Source: an optimization exercise on an open RTL-to-GDS flow (aim: small area). Production flows keep margins and buffers that such runs may drop. At most, simulation tests tie the RTL to the original design; equivalence was not proved. The RTL of runs 3 and 4 was laid out without a check of its function. In every run shown here, the design's own scripts or RTL, not TritonCTS, make the clock network. The flow treats the clock pin as an ideal source. Dropping or thinning the clock tree relies on that and would not hold on a real chip. Power is estimated from default activity; no workload was simulated.

==> flow/config.mk <==
export PLATFORM = sky130hd
export DESIGN_NAME = uart
export DESIGN_NICKNAME = uart
export VERILOG_FILES = /design/flow/design.v
export SDC_FILE = /design/flow/constraint.sdc
export NUM_CORES = 4
export LEC_CHECK = 0
export CAP_MARGIN = 0
export CORE_AREA = 2 2 62 62
export DIE_AREA = 0 0 64 64
export GPL_TIMING_DRIVEN = 0
export PLACE_DENSITY = 0.85
export SLEW_MARGIN = 0
==> flow/constraint.sdc <==
create_clock -name core_clock -period 10.0 [get_ports {clk}]
set_input_delay 2.0000 -clock core_clock [delete_from_list [all_inputs] [get_ports {clk}]]
set_output_delay 2.0000 -clock core_clock [all_outputs]
set_load 0.01 [all_outputs]
==> flow/design.v <==
module uart (clk,reset_n,rx,cts_n,tx,rts_n,tx_data,data_bit_num,stop_bit_num,parity_en,parity_type,start_tx,rx_data,tx_done,rx_done,parity_error);
input   clk ;
input   reset_n ;
input   rx ;
input   cts_n ;
output   tx ;
output   rts_n ;
input  [7:0] tx_data ;
input  [1:0] data_bit_num ;
input   stop_bit_num ;
input   parity_en ;
input   parity_type ;
input   start_tx ;
output  [7:0] rx_data ;
output   tx_done ;
output   rx_done ;
output   parity_error ;
wire [3:0] sfirst = {1'b1, ~(parity_en & stop_bit_num), parity_en & stop_bit_num, ~(parity_en ^ stop_bit_num)};
reg  [8:0] tq;
wire       ttick = (tq[7:0] == 8'b0110_1000);
always @(posedge clk or negedge reset_n)
  if (!reset_n) tq <= 9'b0_0110_1000;
  else          tq <= {tq[7:0], tq[8] ^ tq[4] ^ ttick};
reg  [4:0] rq;
wire       rtick = (rq[3:0] == 4'b0010);
always @(posedge clk or negedge reset_n)
  if (!reset_n) rq <= 5'b0_0010;
  else          rq <= {rq[3:0], rq[4] ^ rq[2] ^ rtick};
reg  [3:0] p;
reg        tpar;
wire       tidle = p[3] & p[2] & p[1] & ~p[0];           
wire       tlast = !p[3] && p[2] && (p[1:0] == data_bit_num);
wire       tbit  = tx_data[p[2:0]];
always @(posedge clk or negedge reset_n)
  if (!reset_n) p <= 4'd14;
  else if (ttick) begin
    if (tlast) p <= sfirst;
    else if (!tidle || (start_tx && !cts_n)) p <= p + 4'd1;
  end
always @(posedge clk)
  if (p[3] & p[2] & p[1]) tpar <= ~parity_type;
  else if (ttick && !p[3]) tpar <= tpar ^ tbit;
assign tx = !p[3] ? tbit : (p[2] & p[1]) ? ~p[0] : (~parity_en | tpar);
assign tx_done = tidle;
reg  [3:0] s;
reg  [3:0] b;
reg  [7:0] d;
reg        rpar;
wire       ridle = &b;
wire       done  = (s == 4'd6) && (b == 4'd14);
wire       cnt   = rtick && (!rx || s != 4'd7 || !ridle);
wire       mid   = cnt && (&s);
wire       store = mid && !b[3];
wire       rlast = !b[3] && b[2] && (b[1:0] == data_bit_num);
always @(posedge clk or negedge reset_n)
  if (!reset_n) b <= 4'hf;
  else if (done) b <= 4'hf;
  else if (mid) b <= rlast ? sfirst : b + 4'd1;
always @(posedge clk)
  if (!reset_n || done) s <= 4'd7;
  else if (cnt) s <= s + 4'd1;
wire [2:0] ssum  = {1'b0, s[1:0]} + {1'b0, data_bit_num};
wire       extra = rtick && (b == 4'd14) && (s[3:2] == 2'b00) && (ssum <= 3'd2);
always @(posedge clk)
  if (store || extra) d <= {rx & !b[3], d[7:1]};
always @(posedge clk)
  if (ridle) rpar <= ~parity_type;
  else if (store) rpar <= rpar ^ rx;
assign rx_data      = d;
assign rx_done      = done;
assign rts_n        = done;
assign parity_error = parity_en & rpar;
endmodule
==> flow/flow/run.sh <==
#!/bin/bash
# Own layout flow:
#  1. the standard synthesis (bash standard.sh synth), unchanged;
#  2. an area-oriented re-mapping of its combinational logic with Yosys/ABC
#     (flow/remap.tcl; ABC's deepsyn with 16 seeds, the smallest result
#     that flow/equiv.tcl proves equivalent is kept); the registers are left
#     exactly as synthesized;
#  3. the standard ORFS floorplan and placement of that netlist, with the
#     smallest buffer (buf_1) on each port;
#  5. the standard ORFS routing and finishing.
# Each tool's output goes to a log file of its own in this folder.
set -euo pipefail
R=orfs/results/sky130hd/uart/base
PORTBUF="BUFFER_PORTS_ARGS=-buffer_cell sky130_fd_sc_hd__buf_1"
bash standard.sh synth > 1_standard_synth.log 2>&1
cp $R/1_2_yosys.v 1_2_yosys_standard.v

best=1_2_yosys_standard.v
besta=999999
for round in "1 2 3 4" "5 6 7 8" "9 10 11 12" "13 14 15 16"; do
  for s in $round; do
    printf 'strash\n&get -n\n&deepsyn -T 30 -S %s\n&put\ndch -f\namap\n' $s > 2_remap_$s.abc
    ( REMAP_SCRIPT=2_remap_$s.abc REMAP_TAG=2_remap_$s yosys -c flow/remap.tcl > 2_remap_$s.log 2>&1 || true ) &
  done
  wait
done
for s in $(seq 1 16); do
  [ -f 2_remap_$s.v ] || continue
  a=$(awk '/Chip area for module/ {print $NF}' 2_remap_${s}_after.txt)
  if REMAP_TAG=2_remap_$s yosys -c flow/equiv.tcl > 2_equiv_$s.log 2>&1; then ok=1; else ok=0; fi
  echo "seed $s area $a equivalent $ok" >> 2_remap_choice.log
  if [ $ok = 1 ] && awk -v a="$a" -v b="$besta" 'BEGIN {exit !(a < b)}'; then best=2_remap_$s.v; besta=$a; fi
done
echo "chosen $best" >> 2_remap_choice.log
cp $best $R/1_2_yosys.v

bash standard.sh "$PORTBUF" place > 3_place.log 2>&1
export CLK_IN=$R/3_place.odb CLK_SDC=$R/3_place.sdc
chosen=""
for cfg in "1 sky130_fd_sc_hd__clkbuf_8" "2 sky130_fd_sc_hd__clkbuf_4" "3 sky130_fd_sc_hd__clkbuf_4" "1 sky130_fd_sc_hd__clkbuf_16" "2 sky130_fd_sc_hd__clkbuf_8" "4 sky130_fd_sc_hd__clkbuf_4" "3 sky130_fd_sc_hd__clkbuf_8" "4 sky130_fd_sc_hd__clkbuf_8"; do
  set -- $cfg
  tag=$1_${2#sky130_fd_sc_hd__}
  export CLK_NBUF=$1 CLK_CELL=$2 CLK_OUT=4_clock_$tag.odb
  openroad -no_init -exit flow/clock.tcl > 4_clock_$tag.log 2>&1
  openroad -no_init -exit flow/clock_slew.tcl > 4_clock_slew_$tag.log 2>&1
  slew=$(awk '/^CLOCK_SLEW/ {print $2}' 4_clock_slew_$tag.log)
  echo "$tag $slew" >> 4_clock_choice.log
  if awk -v s="$slew" 'BEGIN {exit !(s < 0.115)}'; then chosen=$CLK_OUT; break; fi
done
[ -n "$chosen" ] || chosen=$CLK_OUT
echo "chosen $chosen" >> 4_clock_choice.log
cp $chosen $R/4_1_cts.odb
cp $chosen $R/4_cts.odb
cp $R/3_place.sdc $R/4_cts.sdc
bash standard.sh "$PORTBUF" finish > 5_finish.log 2>&1
==> flow/flow/clock.tcl <==
# Clock distribution for this small design, in place of TritonCTS: the clock
# port drives $::env(CLK_NBUF) clock buffers ($::env(CLK_CELL)), and each
# buffer drives the clock pins of one group of registers (groups split by
# position). Every register gets its clock through exactly one buffer.
read_db $::env(CLK_IN)
set db [ord::get_db]
set block [ord::get_db_block]
set master [$db findMaster $::env(CLK_CELL)]
set clk [$block findNet clk]
set sinks {}
foreach it [$clk getITerms] {
  set inst [$it getInst]
  set bb [$inst getBBox]
  lappend sinks [list [expr {([$bb xMin] + [$bb xMax]) / 2}] [expr {([$bb yMin] + [$bb yMax]) / 2}] $it]
}
# split the registers into groups by recursive bisection along the longer side
proc split_groups {sinks k} {
  if {$k <= 1} { return [list $sinks] }
  set xs {}; set ys {}
  foreach s $sinks { lappend xs [lindex $s 0]; lappend ys [lindex $s 1] }
  set xs [lsort -integer $xs]; set ys [lsort -integer $ys]
  set idx [expr {([lindex $xs end] - [lindex $xs 0]) >= ([lindex $ys end] - [lindex $ys 0]) ? 0 : 1}]
  set sinks [lsort -integer -index $idx $sinks]
  set k1 [expr {$k / 2}]
  set n1 [expr {[llength $sinks] * $k1 / $k}]
  return [concat [split_groups [lrange $sinks 0 [expr {$n1 - 1}]] $k1] \
                 [split_groups [lrange $sinks $n1 end] [expr {$k - $k1}]]]
}
set g 0
foreach grp [split_groups $sinks $::env(CLK_NBUF)] {
  set sx 0; set sy 0
  foreach s $grp { incr sx [lindex $s 0]; incr sy [lindex $s 1] }
  set cx [expr {$sx / [llength $grp]}]
  set cy [expr {$sy / [llength $grp]}]
  set buf [odb::dbInst_create $block $master clkbuf_$g]
  set net [odb::dbNet_create $block clknet_$g]
  $net setSigType CLOCK
  foreach s $grp {
    set it [lindex $s 2]
    $it disconnect
    $it connect $net
  }
  [$buf findITerm A] connect $clk
  [$buf findITerm X] connect $net
  $buf setLocation $cx $cy
  $buf setPlacementStatus PLACED
  puts "clock buffer clkbuf_$g ($::env(CLK_CELL)) at $cx $cy drives [llength $grp] registers"
  incr g
}
$clk setSigType CLOCK
detailed_placement
check_placement -verbose
write_db $::env(CLK_OUT)
==> flow/flow/clock_slew.tcl <==
# Estimated worst clock-pin slew (placement parasitics) of a candidate clock network.
read_db $::env(CLK_OUT)
read_liberty $::env(FLOW_HOME)/platforms/sky130hd/lib/sky130_fd_sc_hd__tt_025C_1v80.lib
read_sdc $::env(CLK_SDC)
source $::env(FLOW_HOME)/platforms/sky130hd/setRC.tcl
set_propagated_clock [all_clocks]
estimate_parasitics -placement
set mx 0
foreach p [get_pins -hierarchical */CLK] {
  set s [get_property $p slew_max]
  if {$s > $mx} {set mx $s}
}
puts "CLOCK_SLEW $mx"
==> flow/flow/equiv.tcl <==
# Equivalence of the re-mapped netlist with the standard synthesis netlist:
# both flattened to cell functions; registers and ports are matched by name.
set lib $::env(FLOW_HOME)/platforms/sky130hd/lib/sky130_fd_sc_hd__tt_025C_1v80.lib
yosys read_liberty -ignore_miss_func $lib
yosys read_verilog 1_2_yosys_standard.v
yosys rename uart gold
yosys read_verilog $::env(REMAP_TAG).v
yosys rename uart gate
yosys hierarchy -check
yosys flatten -noscopeinfo gold gate
yosys rename -hide w:_* w:*.*
yosys async2sync
yosys opt_clean
yosys equiv_make gold gate eq
yosys equiv_simple -seq 1 eq
yosys equiv_induct eq
yosys equiv_status -assert eq
==> flow/flow/remap.tcl <==
# Area-oriented re-mapping of the combinational logic of the standard
# synthesis netlist. The registers (their instances, names and cell types)
# are kept exactly as the standard synthesis made them.
set lib $::env(FLOW_HOME)/platforms/sky130hd/lib/sky130_fd_sc_hd__tt_025C_1v80.lib
set seq {sky130_fd_sc_hd__df* sky130_fd_sc_hd__edf* sky130_fd_sc_hd__sdf* sky130_fd_sc_hd__sedf* sky130_fd_sc_hd__dl*}
set dont_use {sky130_fd_sc_hd__lpflow_bleeder_1 sky130_fd_sc_hd__lpflow_clkbufkapwr_1 sky130_fd_sc_hd__lpflow_clkbufkapwr_16 sky130_fd_sc_hd__lpflow_clkbufkapwr_2 sky130_fd_sc_hd__lpflow_clkbufkapwr_4 sky130_fd_sc_hd__lpflow_clkbufkapwr_8 sky130_fd_sc_hd__lpflow_clkinvkapwr_1 sky130_fd_sc_hd__lpflow_clkinvkapwr_16 sky130_fd_sc_hd__lpflow_clkinvkapwr_2 sky130_fd_sc_hd__lpflow_clkinvkapwr_4 sky130_fd_sc_hd__lpflow_clkinvkapwr_8 sky130_fd_sc_hd__lpflow_decapkapwr_12 sky130_fd_sc_hd__lpflow_decapkapwr_3 sky130_fd_sc_hd__lpflow_decapkapwr_4 sky130_fd_sc_hd__lpflow_decapkapwr_6 sky130_fd_sc_hd__lpflow_decapkapwr_8 sky130_fd_sc_hd__lpflow_inputiso0n_1 sky130_fd_sc_hd__lpflow_inputiso0p_1 sky130_fd_sc_hd__lpflow_inputiso1n_1 sky130_fd_sc_hd__lpflow_inputiso1p_1 sky130_fd_sc_hd__lpflow_inputisolatch_1 sky130_fd_sc_hd__lpflow_isobufsrc_1 sky130_fd_sc_hd__lpflow_isobufsrc_16 sky130_fd_sc_hd__lpflow_isobufsrc_2 sky130_fd_sc_hd__lpflow_isobufsrc_4 sky130_fd_sc_hd__lpflow_isobufsrc_8 sky130_fd_sc_hd__lpflow_isobufsrckapwr_16 sky130_fd_sc_hd__lpflow_lsbuf_lh_hl_isowell_tap_1 sky130_fd_sc_hd__lpflow_lsbuf_lh_hl_isowell_tap_2 sky130_fd_sc_hd__lpflow_lsbuf_lh_hl_isowell_tap_4 sky130_fd_sc_hd__lpflow_lsbuf_lh_isowell_4 sky130_fd_sc_hd__lpflow_lsbuf_lh_isowell_tap_1 sky130_fd_sc_hd__lpflow_lsbuf_lh_isowell_tap_2 sky130_fd_sc_hd__lpflow_lsbuf_lh_isowell_tap_4 sky130_fd_sc_hd__probe_p_8 sky130_fd_sc_hd__probec_p_8 }
set du_args {}
foreach c $dont_use { lappend du_args -dont_use $c }

yosys read_liberty -ignore_miss_func $lib
yosys read_verilog 1_2_yosys_standard.v
yosys hierarchy -top uart
yosys setattr -mod -set keep_hierarchy 1 {*}$seq
yosys flatten -noscopeinfo
yosys rename -hide w:*.*
yosys blackbox {*}$seq
yosys opt_clean
yosys tee -o $::env(REMAP_TAG)_before.txt stat -liberty $lib uart
yosys abc -liberty $lib {*}$du_args -script $::env(REMAP_SCRIPT) uart
yosys opt_clean -purge
yosys read_liberty -lib -overwrite $lib
yosys hilomap -singleton -hicell sky130_fd_sc_hd__conb_1 HI -locell sky130_fd_sc_hd__conb_1 LO
yosys insbuf -buf sky130_fd_sc_hd__buf_1 A X
yosys splitnets
yosys opt_clean -purge
yosys read_liberty -lib -overwrite $lib
yosys tee -o $::env(REMAP_TAG)_after.txt stat -liberty $lib uart
yosys check -assert -mapped uart
yosys select uart
yosys write_verilog -noattr -nohex -nodec -selected $::env(REMAP_TAG).v
==> flow/standard.sh <==
#!/bin/bash
# synth_recipe.tcl (not shown) runs the flow's synth.tcl, then flattens the netlist and writes it again
# the make line also repeats each setting of config.mk as NAME=value (left out here)
make -C /OpenROAD-flow-scripts/flow DESIGN_CONFIG=/design/flow/config.mk WORK_HOME=/design/flow/orfs CLKGATE_MAP_FILE= SYNTH_SCRIPT=/design/flow/synth_recipe.tcl "${@:-finish}"
==> results of run 1 <==
==> where the power goes <==
group	total (mW)	switching, mW	leakage (nW)	internal (mW)
logic	0.00924	0.00606	0.232	0.00317
clock network	0.0528	0.0342	0.0144	0.0186
registers	0.151	0.0000000000000000142	0.385	0.151
==> metrics by stage <==
stage	setup slack, ns	util, %	hold WS (ns)	instance area (µm²)	cells
finish	5.05	50.4	0.372	1710	226
global route	4.92	50.4	0.385	1710	226
detailed placement	5.04	49.5	0.361	1680	224
global placement	5.07	49.5	0.357	1680	224
floorplan	5.22	-	0.346	1510	148
==> sequential cells by signal, summed over array words and instances, names as in the netlist <==
signal  count
tq          9
s           4
b           4
rpar        1
rq          5
d           8
p           4
tpar        1
==> final timing paths <==
kind                       endpoint  depth (start not counted)  slack, ns
min reg2reg                   tq[8]                          0       0.37
max in group asynchronous     tq[2]                          1       7.77
min in group asynchronous      p[0]                          1       1.83
max reg2reg                    b[3]                          9       6.67
min                           tq[8]                          0       0.37
max                              tx                          7       5.05
==> final cells by class <==
type | count | share of cell area (%)
repair buffers | 30 | 6.67
inverters | 20 | 4.40
flip-flops and latches | 36 | 55.4
plain buffers | 3 | 1.83
well taps | 46 | 3.37
multi-input cells | 91 | 28.4
==> layer usage <==
| layer | global-route usage (%) | wire, µm | part of all wire (%) | vias to the layer above |
|---|---|---|---|---|
| met5 | 0 | 0 | 0 | - |
| met4 | 1.63 | 32 | 1.1 | 0 |
| met3 | 0.880 | 173 | 6.1 | 6 |
| met2 | 21.9 | 1260 | 45 | 45 |
| met1 | 19.9 | 1360 | 48 | 554 |
| li1 | - | - | - | 595 |
==> worst reg2reg max path, delay by kind of cell, from the launching register on <==
family,cells,cell delay [ns]
AOI/OAI and AO/OA,3,0.69
buffers and inverters,1,0.20
DFF,1,0.54
and+or+nand+nor,5,1.86
==> notes.md, run 1 <==
Mean Syn Cell Area = 10.2 µm²
Run status = complete, no violations
Die W = 64 µm
Worst-Margin Slew = 1.25 ns
Kind of critical path = in -> out
Setup TNS = 0 ns
Yosys Warn Count = 1
First-pass GRT wire length = 4.51 mm
GRT Overall Usage = 13.3%
Most frequent cells in the layout = 30 x buf_1, 23 x nor2_1, 20 x clkinv_1, 18 x o21ai_0, 12 x nand2_1
Critical path buffers and inverters = 3
Row count = 21
Syn Nets = 166
Startpoint types = input pin
DRT Pass-1 Iters = 4
Final period utilization = 49.5%
Initial core utilization = 44.5%
Storage element area = 945 µm²
Peak supply drop = 0.0000579 V
Largest net degree at the start of global routing = 27
Netlist Area Pre-Place = 1510 µm²
HPWL Detailed = 2.10 mm
Crit Path Max Fanout = 2
# fillers = 322
CP top delay family = compound AO/OA/AOI/OAI gates
Hold WC Path Type = reg -> reg
Leak = 0.631 nW
Share of layout cells above drive strength 1 = 7.78%
GP Congestion = 0.844
Vias in the first global route = 1,008
Die area = 4100 µm²
Vias = 1,200
Post-DR wirelength/cell = 12.5 µm
Min Clock Period, post-route = 4.95 ns
Die Span Y = 64 µm
Total Power = 213 µW
Critical path capture point type = output pin
Slowest Stage Delay on Critical Path = 0.20 ns
Total wire length = 2.83 mm
Hold Vio Cnt, Final = 0
Nets = 200
Initial DRC Count = 63
R2R Path Start = rq[1]
Area of the multi-input gates = 484 µm²
Initial antenna violation count = 0
RSZ-0062 raised after global routing = false
Clk slew on worst S/H paths = 0.11 ns
Post-DR vias/cell = 5.31
CP dominant cell by count = buf_1
FMAX = 202 MHz
Worst hold path startpoint = tq[7]
Placeable Area = 3390 µm²
Crit path arrival time = 2.95 ns
CP max-delay cell = a31oi_1
Final setup violation count = 0
Syn Inst Count = 148
DRC = 0
Cell breakdown of the critical path = buf_1, a22oi_1, o21a_1, a31oi_1, clkinv_1, o21ai_0, buf_1
Max Clock Skew = 0.0107 ns
I/O Buffers = 30
I/O pin count = 31
Crit. Startpoint = tx_data[1]
Slew Limit Headroom = 16.4%
Clock latency on the worst-skew pair = 0.16 ns
Antenna cells = 0
GRT overflow = 0
Pwr Density = 125 nW/µm²
Synth-to-Final Area Change = 13.2%
Antenna-violating nets left = 0
Slew Viols, Final = 0
Most common cell after layout, fill and taps aside = buf_1
Count of maximum capacitance violations = 0
Required time worst endpoint = 8.00 ns
==> run 2, diff against run 1 <==
--- a/flow/design.v
+++ b/flow/design.v
@@ -26,16 +26,17 @@
 always @(posedge clk or negedge reset_n)
   if (!reset_n) rq <= 5'b0_0010;
   else          rq <= {rq[3:0], rq[4] ^ rq[2] ^ rtick};
-reg  [3:0] p;
+reg  [3:0] pq;                                         
+wire [3:0] p = pq ^ 4'd14;
 reg        tpar;
 wire       tidle = p[3] & p[2] & p[1] & ~p[0];           
 wire       tlast = !p[3] && p[2] && (p[1:0] == data_bit_num);
 wire       tbit  = tx_data[p[2:0]];
 always @(posedge clk or negedge reset_n)
-  if (!reset_n) p <= 4'd14;
+  if (!reset_n) pq <= 4'd0;
   else if (ttick) begin
-    if (tlast) p <= sfirst;
-    else if (!tidle || (start_tx && !cts_n)) p <= p + 4'd1;
+    if (tlast) pq <= sfirst ^ 4'd14;
+    else if (!tidle || (start_tx && !cts_n)) pq <= (p + 4'd1) ^ 4'd14;
   end
 always @(posedge clk)
   if (p[3] & p[2] & p[1]) tpar <= ~parity_type;
@@ -43,7 +44,8 @@
 assign tx = !p[3] ? tbit : (p[2] & p[1]) ? ~p[0] : (~parity_en | tpar);
 assign tx_done = tidle;
 reg  [3:0] s;
-reg  [3:0] b;
+reg  [3:0] bq;                                         
+wire [3:0] b = ~bq;
 reg  [7:0] d;
 reg        rpar;
 wire       ridle = &b;
@@ -53,9 +55,9 @@
 wire       store = mid && !b[3];
 wire       rlast = !b[3] && b[2] && (b[1:0] == data_bit_num);
 always @(posedge clk or negedge reset_n)
-  if (!reset_n) b <= 4'hf;
-  else if (done) b <= 4'hf;
-  else if (mid) b <= rlast ? sfirst : b + 4'd1;
+  if (!reset_n) bq <= 4'h0;
+  else if (done) bq <= 4'h0;
+  else if (mid) bq <= ~(rlast ? sfirst : b + 4'd1);
 always @(posedge clk)
   if (!reset_n || done) s <= 4'd7;
   else if (cnt) s <= s + 4'd1;
==> notes.md, run 2 <==
Mean Syn Cell Area = 10.2 µm² (-0.33%)
Antenna cells = 0 (unchanged)
Most frequent cells in the layout = 30 x buf_1, 27 x clkinv_1, 19 x nor2_1, 18 x dfrtp_1, 13 x o21ai_0
Crit Path Max Fanout = 2 (unchanged)
GRT overflow = 0 (unchanged)
Area after DPL = 1670 µm² (-0.30%)
I/O pin count = 31 (unchanged)
Initial DRC Count = 23 (-63%)
Placeable Area = 3390 µm² (unchanged)
Worst Hold Margin = 0.372 ns (-0.000785 ns)
Initial antenna violation count = 0 (unchanged)
Final setup violation count = 0 (unchanged)
Nets = 200 (unchanged)
Vias in the first global route = 1,068 (+6.0%)
Pwr Density = 125 nW/µm² (+0.36%)
Die area = 4100 µm² (unchanged)
Kind of critical path = in -> out
Total wire length = 2.73 mm (-3.5%)
Setup TNS = 0 ns (unchanged)
Final Cell Area = 1700 µm² (-0.29%)
Post-DR wirelength/cell = 12.1 µm (-3.5%)
Largest registers = tq x9, d x8, rq x5
Run status = complete, no violations
Slew Limit Headroom = 25.3% (+8.9 points)
Total Power = 213 µW (about the same)
First-pass GRT wire length = 4.61 mm (+2.1%)
Final period utilization = 50.3% (+0.78 points)
Post-layout util = 50.2% (-0.15 points)
Hold Path Stages = 0 (unchanged)
Required time worst endpoint = 8.00 ns (about the same)
Min Clock Period, post-route = 5.03 ns (+0.0781 ns)
Initial core utilization = 44.3% (-0.15 points)
Netlist Area Pre-Place = 1500 µm² (-0.33%)
Slew Viols, Final = 0 (unchanged)
Syn Inst Count = 148 (unchanged)
Non-filler cells, final = 226 (unchanged)
FMAX = 199 MHz (-1.6%)
Crit path arrival time = 3.03 ns (+0.08 ns)
DRT Pass-1 Iters = 4 (unchanged)
Most common cell after layout, fill and taps aside = buf_1
Hold Path Sink = tq[6]
Reg2Reg Setup Slack = 7.04 ns (+0.37 ns)
RSZ-0062 raised after global routing = false
Die W = 64 µm (unchanged)
Hold Vio Cnt, Final = 0 (unchanged)
Worst-Margin Slew = 1.12 ns (-0.133 ns)
Worst hold path startpoint = tq[5]
Leak = 0.604 nW (-4.4%)
Count of maximum capacitance violations = 0 (unchanged)
Synth-to-Final Area Change = 13.2% (about the same)
Syn Nets = 166 (unchanged)
Share of layout cells above drive strength 1 = 3.89% (-3.9 points)
Vias = 1,167 (-2.8%)
Peak supply drop = 0.0000593 V (+2.2%)
Largest net degree at the start of global routing = 26 (-3.7%)
Antenna-violating nets left = 0 (unchanged)
Startpoint types = input pin
Critical path capture point type = output pin
I/O Buffers = 30 (unchanged)
Reg2Reg Depth = 8 (-1)
Clk slew on worst S/H paths = 0.10 ns (about the same)
Row count = 21 (unchanged)
Die Span Y = 64 µm (unchanged)
GRT Overall Usage = 13.5% (+0.26 points)
Hold WC Path Type = reg -> reg
Pre-CTS setup slack = 4.97 ns (-0.0701 ns)
Setup WS post-layout = 4.97 ns (-0.0781 ns)
Largest register by flop count = tq
Placed cell count = 224 (unchanged)
R2R Path Start = rq[1]
Clock latency on the worst-skew pair = 0.16 ns (about the same)
GP Congestion = 0.861 (+2.1%)
Max Clock Skew = 0.00303 ns (-0.00764 ns)
HPWL Detailed = 2.18 mm (+3.8%)
Max reg flops = 9 (unchanged)
Worst R2R End = bq[1]
Yosys Warn Count = 1 (unchanged)
DRC = 0 (unchanged)
Post-DR vias/cell = 5.16 (-2.8%)
-- run 2: area by class of cell --
cell class | instances | area [µm²]
Fill cell | 320 | 1690
Timing Repair Buffer | 30 | 114
Sequential cell | 36 | 936
Inverter | 27 | 101
Tap cell | 46 | 57.6
Buffer | 3 | 31.3
Multi-Input combinational cell | 84 | 462
-- run 2: worst max-delay path, stage by stage --
cell and delay [ns]:
buf_1 0.08, a221oi_1 0.07, o32ai_1 0.40, clkinv_1 0.14
o21ai_0 0.17, buf_1 0.17
-- run 2: worst max path at each step --
stage                           from  to  slack (ns)  depth (start not counted)
after floorplan           tx_data[0]  tx        5.19                          4
after global placement    tx_data[0]  tx        5.00                          6
after detailed placement  tx_data[2]  tx        4.97                          6
after global routing      tx_data[2]  tx        4.89                          6
final                     tx_data[2]  tx        4.97                          6
-- run 2: layer usage --
layer  wire [µm]  vias up  track usage [%]  share of wire [%]
li1            -      598                -                  -
met1        1300      541             19.5                 48
met3         121        4             1.41                4.4
met2        1280       24             22.7                 47
met5           0        -                0                  0
met4          29        0             1.90                1.1
-- run 2: power by group --
part           total, mW  leakage, nW         switching [mW]  internal (mW)
Combinational    0.00893        0.200                0.00557        0.00336
Clock             0.0535       0.0144                 0.0349         0.0186
Sequential         0.150        0.389  0.0000000000000000157          0.150
Total              0.213        0.604                 0.0405          0.172
==> run 3, diff against run 2 <==
--- a/flow/design.v
+++ b/flow/design.v
@@ -49,8 +49,8 @@
 reg  [7:0] d;
 reg        rpar;
 wire       ridle = &b;
-wire       done  = (s == 4'd6) && (b == 4'd14);
-wire       cnt   = rtick && (!rx || s != 4'd7 || !ridle);
+wire       done  = s[2] && s[1] && (b == 4'd14);                     
+wire       cnt   = rtick && (!rx || s[3] || !ridle);                 
 wire       mid   = cnt && (&s);
 wire       store = mid && !b[3];
 wire       rlast = !b[3] && b[2] && (b[1:0] == data_bit_num);
@@ -62,7 +62,7 @@
   if (!reset_n || done) s <= 4'd7;
   else if (cnt) s <= s + 4'd1;
 wire [2:0] ssum  = {1'b0, s[1:0]} + {1'b0, data_bit_num};
-wire       extra = rtick && (b == 4'd14) && (s[3:2] == 2'b00) && (ssum <= 3'd2);
+wire       extra = rtick && (b == 4'd14) && !s[2] && (ssum <= 3'd2);    
 always @(posedge clk)
   if (store || extra) d <= {rx & !b[3], d[7:1]};
 always @(posedge clk)
==> notes.md, run 3 <==
Initial antenna violation count = 0 (unchanged)
RSZ-0062 raised after global routing = false
Crit path arrival time = 3.06 ns (+0.03 ns)
Initial core utilization = 44.6% (+0.30 points)
Placeable Area = 3390 µm² (unchanged)
Die area = 4100 µm² (unchanged)
Synth-to-Final Area Change = 14.6%
Clk slew on worst S/H paths = 0.10 ns (about the same)
Most common cell after layout, fill and taps aside = buf_1
DRT Pass-1 Iters = 4 (unchanged)
Netlist Area Pre-Place = 1510 µm² (+0.67%)
HPWL Detailed = 2.19 mm (+0.45%)
Slew Limit Headroom = 36.5% (+11 points)
Mean Syn Cell Area = 10.1 µm² (-0.68%)
Area of the multi-input gates = 509 µm² (+10%)
Kind of critical path = in -> out
I/O Buffers = 30 (unchanged)
GP Congestion = 0.862 (about the same)
First-pass GRT wire length = 4.91 mm (+6.6%)
# fillers = 306 (-4.4%)
GRT Overall Usage = 14.7% (+1.1 points)
Count of maximum capacitance violations = 0 (unchanged)
Final period utilization = 50.6% (+0.34 points)
Crit Path Max Fanout = 3 (+1)
Antenna-violating nets left = 0 (unchanged)
Peak supply drop = 0.0000469 V (-21%)
Post-layout util = 51.1% (+0.92 points)
Die W = 64 µm (unchanged)
Row count = 21 (unchanged)
Initial DRC Count = 73 (+220%)
CP max-delay cell = a221o_1
FMAX = 198 MHz (-0.67%)
Post-DR vias/cell = 5.06 (-2.0%)
Pwr Density = 125 nW/µm² (+0.24%)
Die Span Y = 64 µm (unchanged)
Setup TNS = 0 ns (unchanged)
Hold WC Path Type = reg -> reg
Total wire length = 2.79 mm (+2.2%)
Vias = 1,159 (-0.69%)
Required time worst endpoint = 8.00 ns (about the same)
Largest registers = tq x9, d x8, rq x5
Critical path buffers and inverters = 2 (-1)
Non-filler cells, final = 229 (+1.3%)
Syn Inst Count = 150 (+1.4%)
CP top delay family = compound AO/OA/AOI/OAI gates
Syn Nets = 168 (+1.2%)
Cell breakdown of the critical path = buf_1, a221o_1, a31oi_1, a41oi_1, nand2_1, o311ai_0, buf_1
Critical path capture point type = output pin
I/O pin count = 31 (unchanged)
Placed cell count = 226 (+0.89%)
Clock latency on the worst-skew pair = 0.16 ns (about the same)
Vias in the first global route = 1,154 (+8.1%)
CP dominant cell by count = buf_1
Max Clock Skew = 0.00770 ns (+0.00467 ns)
Run status = complete, no violations
Slew Viols, Final = 0 (unchanged)
DRC = 0 (unchanged)
Max reg flops = 9 (unchanged)
Startpoint types = input pin
Share of layout cells above drive strength 1 = 4.37% (+0.48 points)
Slowest Stage Delay on Critical Path = 0.33 ns (-0.07 ns)
Antenna cells = 0 (unchanged)
Yosys Warn Count = 1 (unchanged)
Largest net degree at the start of global routing = 25 (-3.8%)
Final setup violation count = 0 (unchanged)
Min Clock Period, post-route = 5.06 ns (+0.0337 ns)
GRT overflow = 0 (unchanged)
Nets = 203 (+1.5%)
Storage element area = 936 µm² (unchanged)
Largest register by flop count = tq
Post-DR wirelength/cell = 12.2 µm (+0.86%)
Most frequent cells in the layout = 31 x buf_1, 28 x nor2_1, 19 x clkinv_1, 18 x dfrtp_1, 14 x o21ai_0
Leak = 0.666 nW (+10%)
Worst-Margin Slew = 0.942 ns (-0.175 ns)
Hold Vio Cnt, Final = 0 (unchanged)
run 3: path summary, 6_finish.rpt:
path	startpoint	endpoint	slack, ns	cells past startpoint
worst max-delay path	tx_data[2]	tx	4.94	7
worst min register to register	tq[5]	tq[6]	0.38	0
worst min-delay path	tq[5]	tq[6]	0.38	0
min in group asynchronous	reset_n	pq[1]	1.77	1
worst max register to register	rq[1]	bq[3]	7.42	7
max in group asynchronous	reset_n	tq[6]	7.66	2
run 3: power by group:
part           leakage (nW)  switching (mW)  internal [mW]  total [mW]
Sequential            0.406        0.000574          0.151       0.152
Clock                0.0144          0.0336         0.0186      0.0522
Combinational         0.245         0.00817        0.00498      0.0131
run 3: area by class of cell:
cell class                      count  area share (%)
Multi-Input combinational cell     94            29.4
Inverter                           19            4.12
Timing Repair Buffer               31            7.36
Tap cell                           46            3.32
Sequential cell                    36            54.0
Buffer                              3            1.81
run 3: per-stage QoR:
stage / power, mW / setup WS, ns / hold WS (ns) / instance area [µm²]
after floorplan: 0.161 / 5.15 / 0.346 / 1510
after global placement: 0.167 / 4.93 / 0.358 / 1680
after detailed placement: 0.168 / 4.92 / 0.362 / 1690
after global routing: 0.226 / 4.83 / 0.385 / 1730
final: 0.217 / 4.94 / 0.376 / 1730
run 3: routing by layer:
metal	share of wire, %	GRT usage [%]	vias to the layer above	routed length (µm)
met4	0.75	1.09	0	21
met1	45	19.4	536	1270
met5	0	0	-	0
met2	49	26.6	23	1370
li1	-	-	597	-
met3	4.5	1.94	3	126
==> run 4, diff against run 3 <==
--- a/flow/flow/run.sh
+++ b/flow/flow/run.sh
@@ -6,7 +6,8 @@
 #     that flow/equiv.tcl proves equivalent is kept); the registers are left
 #     exactly as synthesized;
 #  3. the standard ORFS floorplan and placement of that netlist, with the
-#     smallest buffer (buf_1) on each port;
+#     smallest buffer (buf_1) on each port but reset_n's, which gets a
+#     buf_2 after global placement (flow/reset_buf.tcl);
 #  5. the standard ORFS routing and finishing.
 # Each tool's output goes to a log file of its own in this folder.
 set -euo pipefail
@@ -34,6 +35,9 @@
 echo "chosen $best" >> 2_remap_choice.log
 cp $best $R/1_2_yosys.v
 
+RA=$PWD/$R
+bash standard.sh "$PORTBUF" $RA/3_3_place_gp.odb > 3_place_gp.log 2>&1
+RB_ODB=$RA/3_3_place_gp.odb openroad -no_init -exit flow/reset_buf.tcl > 3_reset_buf.log 2>&1
 bash standard.sh "$PORTBUF" place > 3_place.log 2>&1
 export CLK_IN=$R/3_place.odb CLK_SDC=$R/3_place.sdc
 chosen=""
==> flow/flow/reset_buf.tcl (new file) <==
# The reset port drives the asynchronous reset pins of most registers; give
# its port buffer a drive of 2 (buf_2) so that no further buffering is needed.
read_db $::env(RB_ODB)
set db [ord::get_db]
set block [ord::get_db_block]
set net [$block findNet reset_n]
foreach it [$net getITerms] {
  set inst [$it getInst]
  set m [[$inst getMaster] getName]
  if {[string match sky130_fd_sc_hd__buf_* $m]} {
    puts "port buffer [$inst getName] ($m) -> sky130_fd_sc_hd__buf_2"
    $inst swapMaster [$db findMaster sky130_fd_sc_hd__buf_2]
  }
}
write_db $::env(RB_ODB)
==> notes.md, run 4 <==
Run status = complete, no violations
Clock latency on the worst-skew pair = 0.16 ns (about the same)
Sw Ratio = 19.8% (+0.30 points)
Max reg flops = 9 (unchanged)
Largest net degree at the start of global routing = 25 (unchanged)
R2R Path Start = rq[1]
Most frequent cells in the layout = 30 x buf_1, 28 x nor2_1, 19 x clkinv_1, 18 x dfrtp_1, 14 x o21ai_0
Internal power = 174 µW (-0.26%)
Die W = 64 µm (unchanged)
Area after DPL = 1690 µm² (about the same)
Die Span Y = 64 µm (unchanged)
DRC = 0 (unchanged)
CP Capture Point = tx
Worst-Margin Slew = 0.942 ns (+0.000539 ns)
Hold WC Path Type = reg -> reg
Clk slew on worst S/H paths = 0.10 ns (about the same)
Crit path arrival time = 3.06 ns (about the same)
I/O pin count = 31 (unchanged)
Crit Path Max Fanout = 3 (unchanged)
GRT Overall Usage = 14.7% (unchanged)
Startpoint types = input pin
HPWL Detailed = 2.19 mm (unchanged)
Most common cell after layout, fill and taps aside = buf_1
Initial antenna violation count = 0 (unchanged)
Total wire length = 2.82 mm (+1.2%)
Reg power frac = 69.9% (about the same)
Antenna-violating nets left = 0 (unchanged)
Required time worst endpoint = 8.00 ns (about the same)
Hold Vio Cnt, Final = 0 (unchanged)
RSZ-0062 raised after global routing = false
Placeable Area = 3390 µm² (unchanged)
GRT overflow = 0 (unchanged)
Syn Inst Count = 150 (unchanged)
Reg2Reg Depth = 7 (unchanged)
Netlist Area Pre-Place = 1510 µm² (unchanged)
DRT Pass-1 Iters = 4 (unchanged)
GP Congestion = 0.862 (unchanged)
Share of layout cells above drive strength 1 = 4.40% (+0.024 points)
Critical path capture point type = output pin
Psw = 43.0 µW (+1.6%)
Post-DR vias/cell = 5.11 (+0.87%)
Count of maximum capacitance violations = 0 (unchanged)
Final setup violation count = 0 (unchanged)
Pwr Density = 126 nW/µm² (+0.91%)
First-pass GRT wire length = 4.91 mm (unchanged)
Reg2Reg Setup Slack = 7.42 ns (about the same)
Worst R2R End = bq[3]
Largest registers = tq x9, d x8, rq x5
Max Clock Skew = 0.0109 ns (+0.00320 ns)
Syn Nets = 168 (unchanged)
Synth-to-Final Area Change = 13.6%
Die area = 4100 µm² (unchanged)
Initial DRC Count = 88 (+21%)
Antenna cells = 0 (unchanged)
Initial core utilization = 44.6% (unchanged)
Crit. Startpoint = tx_data[2]
Post-DR wirelength/cell = 12.4 µm (+1.7%)
Final Cell Area = 1720 µm² (-0.79%)
Clock power frac = 24.4% (+0.4 points)
Nets = 202 (-0.49%)
FMAX = 198 MHz (about the same)
Vias = 1,164 (+0.43%)
Logic pwr share = 5.8% (-0.3 points)
Min Clock Period, post-route = 5.06 ns (-0.00181 ns)
Setup TNS = 0 ns (unchanged)
Peak supply drop = 0.0000470 V (about the same)
Pre-CTS setup slack = 4.92 ns (unchanged)
Slew Viols, Final = 0 (unchanged)
Mean Syn Cell Area = 10.1 µm² (unchanged)
Hold Path Stages = 0 (unchanged)
Kind of critical path = in -> out
Row count = 21 (unchanged)
Yosys Warn Count = 1 (unchanged)
I/O Buffers = 30 (unchanged)
Vias in the first global route = 1,154 (unchanged)
Setup WS post-layout = 4.94 ns (+0.00181 ns)
Slew Limit Headroom = 36.5% (about the same)
Final period utilization = 50.6% (about the same)
Leak = 0.661 nW (-0.70%)
Largest register by flop count = tq
run 4: through the flow:
stage | instances | util, % | hold WS [ns] | power [mW]
after floorplan | 150 | - | 0.346 | 0.161
after global placement | 226 | 49.6 | 0.358 | 0.167
after detailed placement | 226 | 49.9 | 0.362 | 0.168
after global routing | 228 | 50.7 | 0.385 | 0.226
final | 228 | 50.7 | 0.376 | 0.217
run 4: cell type report:
class | instances | area [µm²]
flip-flops and latches | 36 | 936
plain buffers | 3 | 31.3
multi-input cells | 94 | 509
well taps | 46 | 57.6
repair buffers | 30 | 114
inverters | 19 | 71.3
fillers | 307 | 1670
run 4: layer usage:
| metal | part of all wire [%] | track usage, % |
|---|---|---|
| met1 | 45 | 19.4 |
| met2 | 49 | 26.6 |
| met3 | 5.0 | 1.94 |
| met4 | 0.74 | 1.09 |
| met5 | 0 | 0 |
run 4: power by group through the flow:
stage | sequential, mW | combinational (mW) | clock [mW]
finish | 0.152 | 0.0126 | 0.0530
global route | 0.152 | 0.0143 | 0.0592
detailed placement | 0.155 | 0.0127 | 0
global placement | 0.155 | 0.0124 | 0
floorplan | 0.155 | 0.00597 | 0
run 4: how the worst min path moves through the flow:
stage,to,from
2_1_floorplan,tq[8],tq[7]
3_3_place_gp,tq[6],tq[5]
3_5_place_dp,tq[8],tq[7]
5_1_grt,tq[6],tq[5]
6_report,tq[6],tq[5]
run 4: critical path: stages:
cell	delay, ns
buf_1	0.07
a221o_1	0.33
a31oi_1	0.17
a41oi_1	0.09
nand2_1	0.11
o311ai_0	0.14
buf_1	0.16
==> run 5, diff against run 4 <==
--- a/flow/design.v
+++ b/flow/design.v
@@ -49,8 +49,8 @@
 reg  [7:0] d;
 reg        rpar;
 wire       ridle = &b;
-wire       done  = s[2] && s[1] && (b == 4'd14);                     
-wire       cnt   = rtick && (!rx || s[3] || !ridle);                 
+wire       done  = (s == 4'd6) && (b == 4'd14);
+wire       cnt   = rtick && (!rx || s != 4'd7 || !ridle);
 wire       mid   = cnt && (&s);
 wire       store = mid && !b[3];
 wire       rlast = !b[3] && b[2] && (b[1:0] == data_bit_num);
@@ -62,7 +62,7 @@
   if (!reset_n || done) s <= 4'd7;
   else if (cnt) s <= s + 4'd1;
 wire [2:0] ssum  = {1'b0, s[1:0]} + {1'b0, data_bit_num};
-wire       extra = rtick && (b == 4'd14) && !s[2] && (ssum <= 3'd2);    
+wire       extra = rtick && (b == 4'd14) && (s[3:2] == 2'b00) && (ssum <= 3'd2);
 always @(posedge clk)
   if (store || extra) d <= {rx & !b[3], d[7:1]};
 always @(posedge clk)
==> notes.md, run 5 <==
Clk slew on worst S/H paths = 0.10 ns (about the same)
Vias = 1,166 (+0.17%)
Nets = 200 (-0.99%)
Antenna cells = 0 (unchanged)
Reg power frac = 70.6% (+0.7 points)
Mean Syn Cell Area = 10.2 µm² (+0.68%)
Crit path arrival time = 3.03 ns (-0.03 ns)
Die area = 4100 µm² (unchanged)
Initial antenna violation count = 0 (unchanged)
Die Span Y = 64 µm (unchanged)
GP Congestion = 0.861 (about the same)
Share of layout cells above drive strength 1 = 3.89% (-0.51 points)
Worst Hold Margin = 0.372 ns (-0.00457 ns)
Setup TNS = 0 ns (unchanged)
Synth-to-Final Area Change = 13.2%
Max Clock Skew = 0.00304 ns (-0.00786 ns)
I/O Buffers = 30 (unchanged)
Row count = 21 (unchanged)
Post-DR vias/cell = 5.16 (+1.1%)
Slew Viols, Final = 0 (unchanged)
Cell breakdown of the critical path = buf_1, a221oi_1, o32ai_1, clkinv_1, o21ai_0, buf_1
Pwr Density = 125 nW/µm² (-1.1%)
Syn Inst Count = 148 (-1.3%)
Required time worst endpoint = 8.00 ns (about the same)
Worst-Margin Slew = 1.12 ns (+0.175 ns)
Syn Nets = 166 (-1.2%)
DRC = 0 (unchanged)
Post-layout util = 50.2% (-0.52 points)
Largest register by flop count = tq
Largest net degree at the start of global routing = 26 (+4.0%)
Kind of critical path = in -> out
Most frequent cells in the layout = 30 x buf_1, 27 x clkinv_1, 19 x nor2_1, 18 x dfrtp_1, 13 x o21ai_0
First-pass GRT wire length = 4.61 mm (-6.2%)
Internal power = 172 µW (-1.2%)
Yosys Warn Count = 1 (unchanged)
Sw Ratio = 19.0% (-0.76 points)
Die W = 64 µm (unchanged)
Total Power = 213 µW (-2.1%)
Psw = 40.5 µW (-5.9%)
Initial core utilization = 44.3% (-0.30 points)
Hold WC Path Type = reg -> reg
Initial DRC Count = 23 (-74%)
CP max-delay cell = o32ai_1
Vias in the first global route = 1,068 (-7.5%)
I/O pin count = 31 (unchanged)
Clock latency on the worst-skew pair = 0.16 ns (about the same)
Post-DR wirelength/cell = 12.1 µm (-2.5%)
Logic pwr share = 4.2% (-1.6 points)
DRT Pass-1 Iters = 4 (unchanged)
Antenna-violating nets left = 0 (unchanged)
Run status = complete, no violations
Slew Limit Headroom = 25.3% (-11 points)
Total wire length = 2.73 mm (-3.4%)
FMAX = 199 MHz (+0.64%)
Hold Vio Cnt, Final = 0 (unchanged)
Max reg flops = 9 (unchanged)
Count of maximum capacitance violations = 0 (unchanged)
Startpoint types = input pin
Critical path capture point type = output pin
Final setup violation count = 0 (unchanged)
RSZ-0062 raised after global routing = false
GRT Overall Usage = 13.5% (-1.1 points)
Clock power frac = 25.2% (+0.8 points)
Min Clock Period, post-route = 5.03 ns (-0.0319 ns)
Placeable Area = 3390 µm² (unchanged)
Largest registers = tq x9, d x8, rq x5
Most common cell after layout, fill and taps aside = buf_1
Netlist Area Pre-Place = 1500 µm² (-0.66%)
Leak = 0.603 nW (-8.7%)
Final period utilization = 50.3% (-0.32 points)
Peak supply drop = 0.0000593 V (+26%)
GRT overflow = 0 (unchanged)
HPWL Detailed = 2.18 mm (-0.45%)
Crit Path Max Fanout = 2 (-1)
CP dominant cell by count = buf_1
Slowest Stage Delay on Critical Path = 0.40 ns (+0.07 ns)
-- run 5: cell types whose count changed in the layout (fill, tap and decap cells not counted), moves of 2 or more --
cell      before  now
a21oi_1        7   11
nor2_1        28   19
o22ai_1        0    5
nor4_1         3    1
clkinv_1      19   27
nand2_1       13   10
o21bai_1       3    0
o32ai_1        0    5
-- run 5: critical path, delay by kind of cell --
family                 cells  cell delay, ns
AOI/OAI and AO/OA          3            0.64
buffers and inverters      3            0.39
-- run 5: final timing paths --
check	cells after the start	slack (ns)	end	from
max in group asynchronous	1	7.82	tq[3]	reset_n
worst min register to register	0	0.37	tq[6]	tq[5]
min in group asynchronous	1	1.81	rq[2]	reset_n
worst max register to register	8	7.04	bq[1]	rq[1]
worst max-delay path	6	4.97	tx	tx_data[2]
worst min-delay path	0	0.37	tq[6]	tq[5]
-- run 5: layout make-up --
| class | count | area (µm²) |
|---|---|---|
| inverters | 27 | 101 |
| plain buffers | 3 | 31.3 |
| repair buffers | 30 | 114 |
| well taps | 46 | 57.6 |
| fillers | 320 | 1690 |
| flip-flops and latches | 36 | 936 |
| multi-input cells | 84 | 462 |
-- run 5: power by group through the flow --
stage / combinational [mW] / clock, mW / sequential (mW)
3_5_place_dp: 0.00910 / 0 / 0.153
6_report: 0.00893 / 0.0535 / 0.150
5_1_grt: 0.0104 / 0.0601 / 0.150
3_3_place_gp: 0.00891 / 0 / 0.153
2_1_floorplan: 0.00328 / 0 / 0.153
-- run 5: per-stage QoR --
stage | cell area [µm²] | std cells | setup slack (ns)
after global placement | 1670 | 224 | 5.00
after floorplan | 1500 | 148 | 5.19
final | 1700 | 226 | 4.97
after detailed placement | 1670 | 224 | 4.97
after global routing | 1700 | 226 | 4.89
-- run 5: per-layer routing --
| layer | vias to the layer above | part of all wire, % | wire length, µm | global-route usage [%] |
|---|---|---|---|---|
| li1 | 598 | - | - | - |
| met1 | 542 | 48 | 1300 | 19.5 |
| met2 | 22 | 47 | 1280 | 22.7 |
| met3 | 4 | 4.4 | 120 | 1.41 |
| met4 | 0 | 1.1 | 29 | 1.90 |
| met5 | - | 0 | 0 | 0 |
==> run 6, diff against run 5 <==
--- a/flow/flow/remap.tcl
+++ b/flow/flow/remap.tcl
@@ -20,7 +20,6 @@
 yosys opt_clean -purge
 yosys read_liberty -lib -overwrite $lib
 yosys hilomap -singleton -hicell sky130_fd_sc_hd__conb_1 HI -locell sky130_fd_sc_hd__conb_1 LO
-yosys insbuf -buf sky130_fd_sc_hd__buf_1 A X
 yosys splitnets
 yosys opt_clean -purge
 yosys read_liberty -lib -overwrite $lib
==> notes.md, run 6 <==
Crit path arrival time = 3.03 ns (about the same)
HPWL Detailed = 2.14 mm (-1.8%)
Total wire length = 2.66 mm (-2.4%)
Most common cell after layout, fill and taps aside = buf_1
Run status = complete, no violations
Yosys Warn Count = 1 (unchanged)
Nets = 199 (-0.50%)
First-pass GRT wire length = 4.46 mm (-3.3%)
Die W = 64 µm (unchanged)
RSZ-0062 raised after global routing = false
I/O pin count = 31 (unchanged)
# fillers = 300 (-6.3%)
Hold Path Stages = 0 (unchanged)
Crit Path Max Fanout = 2 (unchanged)
GRT overflow = 0 (unchanged)
Initial antenna violation count = 0 (unchanged)
Largest register by flop count = tq
Leak = 0.602 nW (-0.20%)
Slew Limit Headroom = 21.8% (-3.5 points)
Setup TNS = 0 ns (unchanged)
Slowest Stage Delay on Critical Path = 0.38 ns (-0.02 ns)
DRC = 0 (unchanged)
Slew Viols, Final = 0 (unchanged)
CP dominant cell by count = buf_1
Share of layout cells above drive strength 1 = 3.91% (+0.022 points)
Syn Inst Count = 147 (-0.68%)
Pwr Density = 125 nW/µm² (-0.20%)
Cell breakdown of the critical path = buf_1, a221oi_1, o32ai_1, clkinv_1, o21ai_0, buf_1
Area of the multi-input gates = 462 µm² (unchanged)
GRT Overall Usage = 13.3% (-0.24 points)
I/O Buffers = 30 (unchanged)
Worst-Margin Slew = 1.17 ns (+0.0528 ns)
Mean Syn Cell Area = 10.2 µm² (+0.43%)
Clock latency on the worst-skew pair = 0.16 ns (about the same)
Max reg flops = 9 (unchanged)
Largest net degree at the start of global routing = 26 (unchanged)
Peak supply drop = 0.0000675 V (+14%)
Kind of critical path = in -> out
Storage element area = 936 µm² (unchanged)
Critical path capture point type = output pin
Clk slew on worst S/H paths = 0.10 ns (about the same)
Netlist Area Pre-Place = 1500 µm² (-0.25%)
Required time worst endpoint = 8.00 ns (about the same)
Vias in the first global route = 1,032 (-3.4%)
GP Congestion = 0.892 (+3.6%)
Final period utilization = 50.3% (about the same)
Antenna-violating nets left = 0 (unchanged)
Vias = 1,145 (-1.8%)
Placeable Area = 3390 µm² (unchanged)
CP max-delay cell = o32ai_1
Syn Nets = 165 (-0.60%)
Antenna cells = 0 (unchanged)
Row count = 21 (unchanged)
Initial DRC Count = 82 (+260%)
Most frequent cells in the layout = 29 x buf_1, 27 x clkinv_1, 19 x nor2_1, 18 x dfrtp_1, 13 x o21ai_0
Post-DR wirelength/cell = 11.8 µm (-1.9%)
Die area = 4100 µm² (unchanged)
Hold Vio Cnt, Final = 0 (unchanged)
Die Span Y = 64 µm (unchanged)
DRT Pass-1 Iters = 4 (unchanged)
Startpoint types = input pin
Initial core utilization = 44.2% (-0.11 points)
Hold WC Path Type = reg -> reg
Largest registers = tq x9, d x8, rq x5
Post-layout util = 50.1% (-0.11 points)
Synth-to-Final Area Change = 13.3% (about the same)
Min Clock Period, post-route = 5.03 ns (+0.00155 ns)
FMAX = 199 MHz (about the same)
Post-DR vias/cell = 5.09 (-1.4%)
Final setup violation count = 0 (unchanged)
Max Clock Skew = 0.00656 ns (+0.00352 ns)
Count of maximum capacitance violations = 0 (unchanged)
Reg2Reg Depth = 8 (unchanged)
[run 6: cell types whose count changed in the layout (fill, tap and decap cells not counted), sizes merged]
cell / before / now
buf: 31 / 30
[run 6: final cells by class]
cell class	instances	share of cell area, %
multi-input combinational	84	27.2
tap	46	3.39
sequential	36	55.1
timing repair buffer	30	6.71
buffer	2	1.62
inverter	27	5.97
[run 6: per-layer routing]
layer  vias up  track usage [%]  share of wire (%)  wire length [µm]
met4         0             2.17                1.1                29
met3         3             1.06                4.0               107
met1       527             19.8                 49              1300
met5         -                0                  0                 0
met2        23             21.6                 46              1230
li1        592                -                  -                 -
[run 6: where the power goes]
group | internal [mW] | total [mW] | switching [mW]
combinational | 0.00336 | 0.00884 | 0.00547
clock | 0.0186 | 0.0527 | 0.0341
sequential | 0.150 | 0.150 | 0.0000000000000000153
total | 0.172 | 0.212 | 0.0396
[run 6: metrics by stage]
| step | std cells | worst slack (ns) | hold WS (ns) | total power [mW] | area [µm²] |
|---|---|---|---|---|---|
| 6_report | 225 | 4.97 | 0.383 | 0.212 | 1700 |
| 5_1_grt | 225 | 4.89 | 0.392 | 0.221 | 1700 |
| 3_5_place_dp | 223 | 4.98 | 0.363 | 0.162 | 1670 |
| 3_3_place_gp | 223 | 4.99 | 0.357 | 0.162 | 1670 |
| 2_1_floorplan | 147 | 5.19 | 0.346 | 0.157 | 1500 |
[run 6: worst max-delay path: cells and delay by family]
family	cells	cell delay (ns)
AO/OA/AOI/OAI	3	0.65
buffers and inverters	3	0.38
[run 6: worst paths after layout]
| kind | from | end | slack [ns] |
|---|---|---|---|
| hold reg to reg | tq[7] | tq[8] | 0.38 |
| max in group asynchronous | reset_n | tq[3] | 7.83 |
| hold / removal | tq[7] | tq[8] | 0.38 |
| min in group asynchronous | reset_n | rq[0] | 1.80 |
| setup / recovery | tx_data[0] | tx | 4.97 |
| setup reg to reg | rq[1] | bq[1] | 7.12 |
==> run 7, diff against run 6 <==
--- a/flow/config.mk
+++ b/flow/config.mk
@@ -9,5 +9,5 @@
 export CORE_AREA = 2 2 62 62
 export DIE_AREA = 0 0 64 64
 export GPL_TIMING_DRIVEN = 0
-export PLACE_DENSITY = 0.85
+export PLACE_DENSITY = 0.95
 export SLEW_MARGIN = 0
==> notes.md, run 7 <==
Run status = complete, no violations
Initial antenna violation count = 0 (unchanged)
Required time worst endpoint = 8.00 ns (about the same)
Worst Hold Margin = 0.372 ns (-0.0108 ns)
Initial DRC Count = 87 (+6.1%)
CP top delay family = compound AO/OA/AOI/OAI gates
Syn Nets = 165 (unchanged)
Netlist Area Pre-Place = 1500 µm² (unchanged)
Slew Viols, Final = 0 (unchanged)
Clk slew on worst S/H paths = 0.10 ns (about the same)
Final setup violation count = 0 (unchanged)
GP Congestion = 0.800 (-10%)
Syn Inst Count = 147 (unchanged)
Most common cell after layout, fill and taps aside = buf_1
Post-DR wirelength/cell = 12.3 µm (+4.1%)
Crit Path Max Fanout = 2 (unchanged)
Final Cell Area = 1700 µm² (unchanged)
Row count = 21 (unchanged)
Area after DPL = 1670 µm² (unchanged)
Critical path capture point type = output pin
Pre-CTS setup slack = 5.01 ns (+0.0288 ns)
Hold Vio Cnt, Final = 0 (unchanged)
DRC = 0 (unchanged)
Largest register by flop count = tq
GRT overflow = 0 (unchanged)
HPWL Detailed = 2.18 mm (+2.0%)
Post-DR vias/cell = 5.36 (+5.4%)
Final period utilization = 49.8% (-0.49 points)
Leak = 0.602 nW (unchanged)
Antenna cells = 0 (unchanged)
Max Clock Skew = 0.0113 ns (+0.00471 ns)
Slowest Stage Delay on Critical Path = 0.38 ns (about the same)
First-pass GRT wire length = 4.73 mm (+6.0%)
Synth-to-Final Area Change = 13.3% (unchanged)
Slew Limit Headroom = 22.8% (+1.1 points)
Placeable Area = 3390 µm² (unchanged)
Largest registers = tq x9, d x8, rq x5
Die W = 64 µm (unchanged)
Max reg flops = 9 (unchanged)
Largest net degree at the start of global routing = 26 (unchanged)
Crit path arrival time = 2.98 ns (-0.05 ns)
Total wire length = 2.77 mm (+4.1%)
Worst-Margin Slew = 1.15 ns (-0.0159 ns)
Die Span Y = 64 µm (unchanged)
Min Clock Period, post-route = 4.98 ns (-0.0493 ns)
Peak supply drop = 0.0000768 V (+14%)
Count of maximum capacitance violations = 0 (unchanged)
Share of layout cells above drive strength 1 = 3.91% (unchanged)
# fillers = 301 (+0.33%)
Antenna-violating nets left = 0 (unchanged)
DRT Pass-1 Iters = 4 (unchanged)
GRT Overall Usage = 14.0% (+0.69 points)
I/O pin count = 31 (unchanged)
Post-layout util = 50.1% (unchanged)
RSZ-0062 raised after global routing = false
Kind of critical path = in -> out
Mean Syn Cell Area = 10.2 µm² (unchanged)
Die area = 4100 µm² (unchanged)
I/O Buffers = 30 (unchanged)
CP dominant cell by count = buf_1
FMAX = 201 MHz (+0.99%)
Setup WS post-layout = 5.02 ns (+0.0493 ns)
Initial core utilization = 44.2% (unchanged)
Yosys Warn Count = 1 (unchanged)
Clock latency on the worst-skew pair = 0.16 ns (about the same)
Nets = 199 (unchanged)
Hold WC Path Type = reg -> reg
Critical path buffers and inverters = 3 (unchanged)
Startpoint types = input pin
Most frequent cells in the layout = 29 x buf_1, 27 x clkinv_1, 19 x nor2_1, 18 x dfrtp_1, 13 x o21ai_0
Vias in the first global route = 1,112 (+7.8%)
Pwr Density = 125 nW/µm² (+0.14%)
CP max-delay cell = o32ai_1
Vias = 1,207 (+5.4%)
Setup TNS = 0 ns (unchanged)
Cell breakdown of the critical path = buf_1, a221oi_1, o32ai_1, clkinv_1, o21ai_0, buf_1
run 7: cell counts in the layout (fill, tap and decap cells not counted):
Identical to the previous run, type by type.
run 7: final cells by class:
type,count,area (µm²),share of cell area [%]
Buffer,2,27.5,1.62
Inverter,27,101,5.97
Multi-Input combinational cell,84,462,27.2
Timing Repair Buffer,30,114,6.71
Tap cell,46,57.6,3.39
Sequential cell,36,936,55.1
run 7: stage by stage:
step                instances  total power [mW]
floorplan                 147             0.157
global placement          223             0.162
detailed placement        223             0.162
global route              225             0.221
finish                    225             0.212
run 7: path summary, 6_finish.rpt:
check | slack, ns | startpoint | depth (start not counted) | end
worst min-delay path | 0.37 | tq[5] | 0 | tq[6]
worst min register to register | 0.37 | tq[5] | 0 | tq[6]
worst max-delay path | 5.02 | tx_data[0] | 6 | tx
min in group asynchronous | 1.80 | reset_n | 1 | rq[2]
worst max register to register | 7.12 | rq[1] | 8 | bq[1]
max in group asynchronous | 7.83 | reset_n | 1 | tq[6]
run 7: report_power, final:
part | internal [mW] | switching [mW]
Combinational | 0.00336 | 0.00537
Sequential | 0.150 | 0.0000000000000000174
Clock | 0.0186 | 0.0345
run 7: per-layer routing:
metal / track usage, % / wire, µm / vias up
li1: - / - / 589
met1: 18.8 / 1180 / 580
met4: 0.543 / 12 / 0
met5: 0 / 0 / -
met2: 25.8 / 1410 / 36
met3: 1.23 / 176 / 2

## separate check: timing with driven ports
No port has a modelled driver above. Below, the same layouts with a new extraction and two added sets of constraints. Step 1, drivers: a clkbuf_16 drives clk and a buf_2 each remaining input, both assumed. Step 2 moves the port delays by t, midway between the first and last clock arrival at a register: inputs arrive t later, outputs are due t later. That takes back most of the time a late clock gives input paths. Three values: no drivers, after step 1, after step 2; two values: the first two.
| run | t (ns) | slack for setup (ns) | hold WS [ns] | worst setup path at the end |
|---|---|---|---|---|
| run 1 | 0.193 | 5.052 / 5.029 / 5.029 | 0.372 / 0.372 / 0.372 | input to output |
| run 2 | 0.192 | 4.974 / 4.949 / 4.949 | 0.372 / 0.372 / 0.372 | input to output |
| run 3 | 0.191 | 4.940 / 4.920 / 4.920 | 0.376 / 0.376 / 0.376 | input to output |
| run 4 | 0.193 | 4.942 / 4.922 / 4.922 | 0.376 / 0.376 / 0.376 | input to output |
| run 5 | 0.192 | 4.974 / 4.949 / 4.949 | 0.372 / 0.372 / 0.372 | input to output |
| run 6 | 0.193 | 4.972 / 4.947 / 4.947 | 0.383 / 0.383 / 0.383 | input to output |
| run 7 | 0.195 | 5.021 / 4.998 / 4.998 | 0.372 / 0.372 / 0.372 | input to output |
After both steps every run listed still meets setup and hold.
